What follows belongs to an exercise in optimizing a design on an open flow for small area and a short achievable clock period; a production flow would make more cautious choices. At most, simulation tests tie the RTL to the original design; equivalence was not proved.

## old
==> flow/design.v <==
module cordic(CosX,SinX,theta,Sign,clock,reset);
	output [16:0] CosX,SinX;
	input  [15:0] theta;
	input  Sign,clock,reset;
	reg [15:0] X;
	reg [16:0] Y;
	reg [14:0] Z;
	reg        zsr;            
	reg [3:0]  iteration;
	wire zs = zsr;
	wire [14:0] zop =
		(iteration == 4'd1)  ? (Z[14] ? 15'd4720 : (zs ? -15'd4719 : -15'd18321)) :
		(iteration == 4'd2)  ? (zs ? 15'd3593 : -15'd3593) :
		(iteration == 4'd3)  ? (zs ? 15'd1824 : -15'd1824) :
		(iteration == 4'd4)  ? (zs ? 15'd916  : -15'd916)  :
		(iteration == 4'd5)  ? (zs ? 15'd458  : -15'd458)  :
		(iteration == 4'd6)  ? (zs ? 15'd229  : -15'd229)  :
		(iteration == 4'd7)  ? (zs ? 15'd115  : -15'd115)  :
		(iteration == 4'd8)  ? (zs ? 15'd57   : -15'd57)   :
		(iteration == 4'd9)  ? (zs ? 15'd29   : -15'd29)   :
		(iteration == 4'd10) ? (zs ? 15'd14   : -15'd14)   :
		(iteration == 4'd11) ? (zs ? 15'd7    : -15'd7)    :
		(iteration == 4'd12) ? (zs ? 15'd4    : -15'd4)    :
		(iteration == 4'd13) ? (zs ? 15'd2    : -15'd2)    :
		(iteration == 4'd14) ? (zs ? 15'd1    : -15'd1)    : 15'd0;
	wire [16:0] yx = Y ^ {17{~zs}};
	wire [32:0] yext = {{16{yx[16]}}, yx} >> iteration;
	wire [15:0] yop = yext[15:0];
	wire [15:0] xx = X ^ {16{zs}};
	wire [32:0] xext = {{17{zs}}, xx} >> iteration;
	wire [16:0] xop = xext[16:0];
	wire [15:0] ylow = Y[15:0] & ~(16'hFFFF << iteration);
	wire yc = Y[16] & (|ylow);
	wire cx = yc ^ ~zs;
	wire cy = zs;
	wire [15:0] SumX = X + yop + cx;
	wire [16:0] SumY = Y + xop + cy;
	wire [14:0] SumZ = Z + zop;
	always @(posedge clock)
		if (reset) begin
			iteration <= 4'd1;
			X <= 16'h9B74;
			Y <= Sign ? 17'h1648C : 17'h09B74;
			Z <= {Sign, theta[13:0] ^ {14{Sign}}};
			zsr <= ~Sign & (theta != 16'h2D00);
		end else begin
			iteration <= iteration + 4'd1;
			X <= SumX;
			Y <= SumY;
			Z <= SumZ;
			zsr <= SumZ[14];
		end
	wire [15:0] ymag = (Y[15:0] ^ {16{Y[16]}}) + Y[16];
	assign CosX = {1'b0, X};
	assign SinX = {Y[16], ymag};
endmodule
Settings: LEC_CHECK=0, CAP_MARGIN=20, CORE_MARGIN=2, CORE_UTILIZATION=40, SETUP_SLACK_MARGIN=0.5, SLEW_MARGIN=20; clock period 15.0 ns.
run.sh (not shown) runs the stock make flow with config.mk's settings and CLKGATE_MAP_FILE= SYNTH_SCRIPT=/design/flow/synth_recipe.tcl, a recipe that flattens the netlist after the stock synthesis.
diff inputs: old => new
==> flow/design.v <==
module cordic(CosX,SinX,theta,Sign,clock,reset);
	output [16:0] CosX,SinX;
	input  [15:0] theta;
	input  Sign,clock,reset;
	reg [15:0] X;
	reg [16:0] Y;
	reg [14:0] Z;
	reg [3:0]  iteration;
	wire zs = Z[14];           
	reg [13:0] atan;
	always @* case (iteration)
		4'd0:  atan = 14'd11520; 4'd1:  atan = 14'd6801;
		4'd2:  atan = 14'd3593;  4'd3:  atan = 14'd1824;
		4'd4:  atan = 14'd916;   4'd5:  atan = 14'd458;
		4'd6:  atan = 14'd229;   4'd7:  atan = 14'd115;
		4'd8:  atan = 14'd57;    4'd9:  atan = 14'd29;
		4'd10: atan = 14'd14;    4'd11: atan = 14'd7;
		4'd12: atan = 14'd4;     4'd13: atan = 14'd2;
		4'd14: atan = 14'd1;     default: atan = 14'd0;
	endcase
	wire [32:0] yext = {{16{Y[16]}}, Y} >> iteration;
	wire [16:0] ysh = yext[16:0];
	wire [15:0] ylow = Y[15:0] & ~(16'hFFFF << iteration);
	wire yc = Y[16] & (|ylow);
	wire [15:0] xsh = X >> iteration;
	wire cx = yc ^ ~zs;
	wire cz = ~zs;
	wire [15:0] SumX = X + (ysh[15:0] ^ {16{~zs}}) + cx;
	wire [16:0] SumY = Y + ({1'b0, xsh} ^ {17{zs}}) + zs;
	wire [14:0] SumZ = Z + ({1'b0, atan} ^ {15{~zs}}) + cz;
	wire [14:0] Z0 = (theta[14:0] ^ {15{Sign}}) + (Sign ? 15'd11521 : -15'd11520);
	always @(posedge clock)
		if (reset) begin
			iteration <= 4'd1;
			X <= 16'h9B74;
			Y <= Sign ? -17'h09B74 : 17'h09B74;
			Z <= Z0;
		end else begin
			iteration <= iteration + 4'd1;
			X <= SumX;
			Y <= SumY;
			Z <= SumZ;
		end
	wire [15:0] ymag = (Y[15:0] ^ {16{Y[16]}}) + Y[16];
	assign CosX = {1'b0, X};
	assign SinX = {Y[16], ymag};
endmodule
Findings:
- Against old, new reports a pre-CTS setup slack that is lower.
- Going from old to new, layout buffer count excluding clock buffers -1.7%, layout-stage area growth over the synthesis result +2.6 points.
- new against old: share of the cycle needed by the critical path after routing now larger; number of sequential cells in the layout picked up an extra 13.
- Relative to old, the tap cell instance count measured on new has increased slightly.
- First-pass GRT wire length (lower): new
Function not checked in old: the RTL went through the layout flow alone.

---

Setup of nickel:
Another version of the RTL of cordic (not shown whole).
Size: roughly 900 cells after synthesis, roughly 53 flip-flops, ~53 I/O pins, about 5600 sq um of cells after synthesis.
==> module cordic, before the edit <==
module cordic(CosX,SinX,theta,Sign,clock,reset);
	output [16:0] CosX,SinX;
	input  [15:0] theta;
	input  Sign,clock,reset;
	reg [15:0] X;
	reg [15:0] Y;              
	reg        Ys;             
	reg [13:0] Z;              
	reg        zsr;            
	reg        S;              
	reg [3:0]  sh;             
	wire zs = zsr;
	wire yn = &Y[15:12];
	wire last = (sh == 4'd14);
	wire [13:0] atan =
		(sh == 4'd1)  ? 14'd3593 : (sh == 4'd2)  ? 14'd1824 :
		(sh == 4'd3)  ? 14'd916  : (sh == 4'd4)  ? 14'd458  :
		(sh == 4'd5)  ? 14'd229  : (sh == 4'd6)  ? 14'd115  :
		(sh == 4'd7)  ? 14'd57   : (sh == 4'd8)  ? 14'd29   :
		(sh == 4'd9)  ? 14'd14   : (sh == 4'd10) ? 14'd7    :
		(sh == 4'd11) ? 14'd4    : (sh == 4'd12) ? 14'd2    :
		(sh == 4'd13) ? 14'd1    : 14'd0;
	wire first = (sh == 4'd0);
	wire [13:0] zop = first ? (zs ? -14'd4720 : -14'd18322) : (atan ^ {14{~zs}});
	wire zci = first ? ~S : ~zs;
	wire neg = last & yn;
	wire ssign = yn ^ S;
	wire [15:0] yx = Y ^ {16{~zs}};
	wire yfill = yn ^ ~zs;
	wire [32:0] yext = {{18{yfill}}, yx[15:1]} >> sh;
	wire [15:0] yop = yext[15:0];
	wire [15:0] xx = X ^ {16{zs}};
	wire fillx = zs & ~neg;
	wire [32:0] xext = {{18{fillx}}, xx[15:1] ^ {neg, 14'd0}} >> sh;
	wire [16:0] xop = xext[16:0];
	wire [5:0] ylow = Y[5:0] & ~(6'h3E << sh);
	wire yc = yn & ((sh >= 4'd6) | (|ylow));
	wire cx = yc ^ ~zs;
	wire cy = zs;
	wire [15:0] ya = {Y[15:3], Y[2:0] ^ {3{neg}}};
	wire [15:0] SumX; addx ax(.a(X), .b(yop), .ci(cx), .s(SumX));
	wire [15:0] SumY; addy ay(.a(ya), .b(xop[15:0]), .ci(cy), .s(SumY));
	wire [13:0] SumZ; addz az(.a(Z), .b(zop), .ci(zci), .s(SumZ));
	wire t45 = theta[13] & theta[11] & theta[10] & theta[8];
	always @(posedge clock)
		Ys <= ssign;
	always @(posedge clock)
		if (reset) begin
			sh <= 4'd0;
			X <= 16'h9B74;
			Y <= 16'h9B74;
			Z <= theta[13:0];
			zsr <= Sign | ~t45;
			S <= Sign;
		end else begin
			sh <= sh + 4'd1;
			X <= SumX;
			Y <= {SumY[15:3] & {13{~neg}}, SumY[2:0]};
			Z <= SumZ;
			zsr <= SumZ[13];
		end
	assign CosX = {1'b0, X};
	assign SinX = {Ys, Y};
endmodule
==> module addy, before the edit <==
module addy(input [15:0] a, input [15:0] b, input ci, output [15:0] s);
  wire [15:0] p = a ^ b;
  wire [15:0] g = a & b;
  wire g0c = g[0] | (p[0] & ci);
  wire gn1 = g[1] | (p[1] & g0c);
  wire gn2 = g[3] | (p[3] & g[2]);
  wire pn2 = p[3] & p[2];
  wire gn3 = g[5] | (p[5] & g[4]);
  wire pn3 = p[5] & p[4];
  wire gn4 = g[7] | (p[7] & g[6]);
  wire pn4 = p[7] & p[6];
  wire gn5 = g[9] | (p[9] & g[8]);
  wire pn5 = p[9] & p[8];
  wire gn6 = g[11] | (p[11] & g[10]);
  wire pn6 = p[11] & p[10];
  wire gn7 = g[13] | (p[13] & g[12]);
  wire pn7 = p[13] & p[12];
  wire gn8 = g[15] | (p[15] & g[14]);
  wire pn8 = p[15] & p[14];
  wire gn9 = gn2 | (pn2 & gn1);
  wire gn10 = gn4 | (pn4 & gn3);
  wire pn10 = pn4 & pn3;
  wire gn11 = gn6 | (pn6 & gn5);
  wire pn11 = pn6 & pn5;
  wire gn12 = gn8 | (pn8 & gn7);
  wire pn12 = pn8 & pn7;
  wire gn13 = gn10 | (pn10 & gn9);
  wire gn14 = gn12 | (pn12 & gn11);
  wire pn14 = pn12 & pn11;
  wire gn15 = gn14 | (pn14 & gn13);
  wire gn16 = gn11 | (pn11 & gn13);
  wire gn17 = gn3 | (pn3 & gn9);
  wire gn18 = gn5 | (pn5 & gn13);
  wire gn19 = gn7 | (pn7 & gn16);
  wire gn20 = g[2] | (p[2] & gn1);
  wire gn21 = g[4] | (p[4] & gn9);
  wire gn22 = g[6] | (p[6] & gn17);
  wire gn23 = g[8] | (p[8] & gn13);
  wire gn24 = g[10] | (p[10] & gn18);
  wire gn25 = g[12] | (p[12] & gn16);
  wire gn26 = g[14] | (p[14] & gn19);
  wire [15:0] c = {gn26, gn19, gn25, gn16, gn24, gn18, gn23, gn13, gn22, gn17, gn21, gn9, gn20, gn1, g0c, ci};
  assign s = p ^ c;
endmodule
export LEC_CHECK = 0
export ABC_AREA = 1
export CAP_MARGIN = 20
export CORE_MARGIN = 2
export CORE_UTILIZATION = 50
export CTS_BUF_LIST = sky130_fd_sc_hd__clkbuf_8
export SETUP_SLACK_MARGIN = 0.5
export SLEW_MARGIN = 20
create_clock -name core_clock -period 15.0 [get_ports {clock}]
standard.sh (not shown) runs the stock make flow with config.mk's settings and CLKGATE_MAP_FILE= SYNTH_SCRIPT=/design/flow/synth_recipe.tcl, a recipe that flattens the netlist after the stock synthesis.
==> flow/flow/run.sh <==
#!/bin/bash
# The standard layout (standard.sh) with these changes:
# repair_timing aims for a setup margin of 11.05 ns, ports get buf_2
# buffers, and Yosys maps no full or half adder cells (ADDER_MAP_FILE is
# empty, so ABC maps the adders as plain logic).
# make's output goes to flow_make.log here; each ORFS step logs under orfs/logs.
set -euo pipefail

sed -e "s|SETUP_SLACK_MARGIN=[0-9.]*|SETUP_SLACK_MARGIN=11.05 'BUFFER_PORTS_ARGS=-buffer_cell sky130_fd_sc_hd__buf_2' ADDER_MAP_FILE=|" standard.sh > my_standard.sh
bash my_standard.sh > flow_make.log 2>&1
Setup changes, nickel to harbor
diff --git a/flow/design.v b/flow/design.v
--- a/flow/design.v
+++ b/flow/design.v
@@ -3,14 +3,12 @@
 	input  [15:0] theta;
 	input  Sign,clock,reset;
 	reg [15:0] X;
-	reg [15:0] Y;              
-	reg        Ys;             
+	reg [16:0] Y;              
 	reg [13:0] Z;              
 	reg        zsr;            
 	reg        S;              
 	reg [3:0]  sh;             
 	wire zs = zsr;
-	wire yn = &Y[15:12];
 	wire last = (sh == 4'd14);
 	wire [13:0] atan =
 		(sh == 4'd1)  ? 14'd3593 : (sh == 4'd2)  ? 14'd1824 :
@@ -23,44 +21,45 @@
 	wire first = (sh == 4'd0);
 	wire [13:0] zop = first ? (zs ? -14'd4720 : -14'd18322) : (atan ^ {14{~zs}});
 	wire zci = first ? ~S : ~zs;
-	wire neg = last & yn;
-	wire ssign = yn ^ S;
-	wire [15:0] yx = Y ^ {16{~zs}};
-	wire yfill = yn ^ ~zs;
-	wire [32:0] yext = {{18{yfill}}, yx[15:1]} >> sh;
+	wire b = X[15];
+	wire ysame = Y[16] ? &Y[2:0] : ~|Y[15:0];   
+	wire yneg = Y[16] ^ (ysame & b & (Y[16] ^ zs));
+	wire yzero = ysame & (Y[16] ? (b & ~zs) : ~b);
+	wire neg = last & yneg;
+	wire ssign = (yneg ^ S) & ~yzero;
+	wire [16:0] yx = Y ^ {17{~zs}};
+	wire [32:0] yext = {{17{yx[16]}}, yx[16:1]} >> sh;
 	wire [15:0] yop = yext[15:0];
 	wire [15:0] xx = X ^ {16{zs}};
 	wire fillx = zs & ~neg;
 	wire [32:0] xext = {{18{fillx}}, xx[15:1] ^ {neg, 14'd0}} >> sh;
 	wire [16:0] xop = xext[16:0];
-	wire [5:0] ylow = Y[5:0] & ~(6'h3E << sh);
-	wire yc = yn & ((sh >= 4'd6) | (|ylow));
+	wire [15:0] ylow = Y[15:0] & ~(16'hFFFE << sh);
+	wire yc = Y[16] & (|ylow);
 	wire cx = yc ^ ~zs;
 	wire cy = zs;
-	wire [15:0] ya = {Y[15:3], Y[2:0] ^ {3{neg}}};
+	wire [16:0] ya = {Y[16:3], Y[2:0] ^ {3{neg}}};
 	wire [15:0] SumX; addx ax(.a(X), .b(yop), .ci(cx), .s(SumX));
-	wire [15:0] SumY; addy ay(.a(ya), .b(xop[15:0]), .ci(cy), .s(SumY));
+	wire [16:0] SumY; addy ay(.a(ya), .b(xop), .ci(cy), .s(SumY));
 	wire [13:0] SumZ; addz az(.a(Z), .b(zop), .ci(zci), .s(SumZ));
 	wire t45 = theta[13] & theta[11] & theta[10] & theta[8];
-	always @(posedge clock)
-		Ys <= ssign;
 	always @(posedge clock)
 		if (reset) begin
 			sh <= 4'd0;
 			X <= 16'h9B74;
-			Y <= 16'h9B74;
+			Y <= 17'h09B74;
 			Z <= theta[13:0];
 			zsr <= Sign | ~t45;
 			S <= Sign;
 		end else begin
 			sh <= sh + 4'd1;
 			X <= SumX;
-			Y <= {SumY[15:3] & {13{~neg}}, SumY[2:0]};
+			Y <= {last ? ssign : SumY[16], SumY[15:3] & {13{~neg}}, SumY[2:0]};
 			Z <= SumZ;
 			zsr <= SumZ[13];
 		end
 	assign CosX = {1'b0, X};
-	assign SinX = {Ys, Y};
+	assign SinX = Y;
 endmodule
 module addx(input [15:0] a, input [15:0] b, input ci, output [15:0] s);
   wire [15:0] p = a ^ b;
@@ -106,9 +105,9 @@
   wire [15:0] c = {gn26, gn19, gn25, gn16, gn24, gn18, gn23, gn13, gn22, gn17, gn21, gn9, gn20, gn1, g0c, ci};
   assign s = p ^ c;
 endmodule
-module addy(input [15:0] a, input [15:0] b, input ci, output [15:0] s);
-  wire [15:0] p = a ^ b;
-  wire [15:0] g = a & b;
+module addy(input [16:0] a, input [16:0] b, input ci, output [16:0] s);
+  wire [16:0] p = a ^ b;
+  wire [16:0] g = a & b;
   wire g0c = g[0] | (p[0] & ci);
   wire gn1 = g[1] | (p[1] & g0c);
   wire gn2 = g[3] | (p[3] & g[2]);
@@ -147,7 +146,8 @@
   wire gn24 = g[10] | (p[10] & gn18);
   wire gn25 = g[12] | (p[12] & gn16);
   wire gn26 = g[14] | (p[14] & gn19);
-  wire [15:0] c = {gn26, gn19, gn25, gn16, gn24, gn18, gn23, gn13, gn22, gn17, gn21, gn9, gn20, gn1, g0c, ci};
+  wire gn27 = g[16] | (p[16] & gn15);
+  wire [16:0] c = {gn15, gn26, gn19, gn25, gn16, gn24, gn18, gn23, gn13, gn22, gn17, gn21, gn9, gn20, gn1, g0c, ci};
   assign s = p ^ c;
 endmodule
 module addz(input [13:0] a, input [13:0] b, input ci, output [13:0] s);
### Flow results
harbor completed; timing, DRC and antenna clean
When harbor is set beside nickel, its mean post-synth cell area turns out to be 5.6% smaller.
harbor ended up with a higher combined flip-flop and latch cell area than nickel did.
Compare nickel and harbor | final wirelength lower: nickel
Measured against each other, nickel and harbor differ in ratio of final minimum period to clock period, the higher figure coming from harbor.
harbor against nickel: worst hold slack grew by 82 ps, count of plain and timing-repair buffers saw an increase.
For nickel, only the layout was checked, not whether the RTL still works.

[port drivers added, routing unchanged]
No port has a modelled driver above. Below, the same layouts with a new extraction and two added sets of constraints.
Step 1 (the two cells are an assumption about what drives the block):
set clk [get_ports {clock}]
set_driving_cell -lib_cell sky130_fd_sc_hd__clkbuf_16 $clk
set_driving_cell -lib_cell sky130_fd_sc_hd__buf_2 [delete_from_list [all_inputs] $clk]
Step 2 moves the port delays by t, midway between the first and last clock arrival at a register: inputs arrive t later, outputs are due t later. That takes back most of the time a late clock gives input paths.
Slacks: no drivers / after step 1 / after step 2; pairs: no drivers / after step 1.
| run | t (ns) | slack for setup (ns) | latest minus earliest clock arrival (ns) | worst slew at a driven data input, ns |
|---|---|---|---|---|
| old | 0.349 | 8.853 / 8.812 / 9.161 | 0.011 / 0.011 | 0.03 |
| new | 0.385 | 8.559 / 8.515 / 8.527 | 0.010 / 0.009 | 0.03 |
| nickel | 0.376 | 11.090 / 11.055 / 10.867 | 0.019 / 0.018 | 0.03 |
| harbor | 0.385 | 11.050 / 11.014 / 10.761 | 0.012 / 0.013 | 0.04 |
After both steps every run listed still meets setup and hold. For harbor, which loses most, drivers alone change the setup slack by -0.036 ns; drivers and shift together by -0.289 ns.
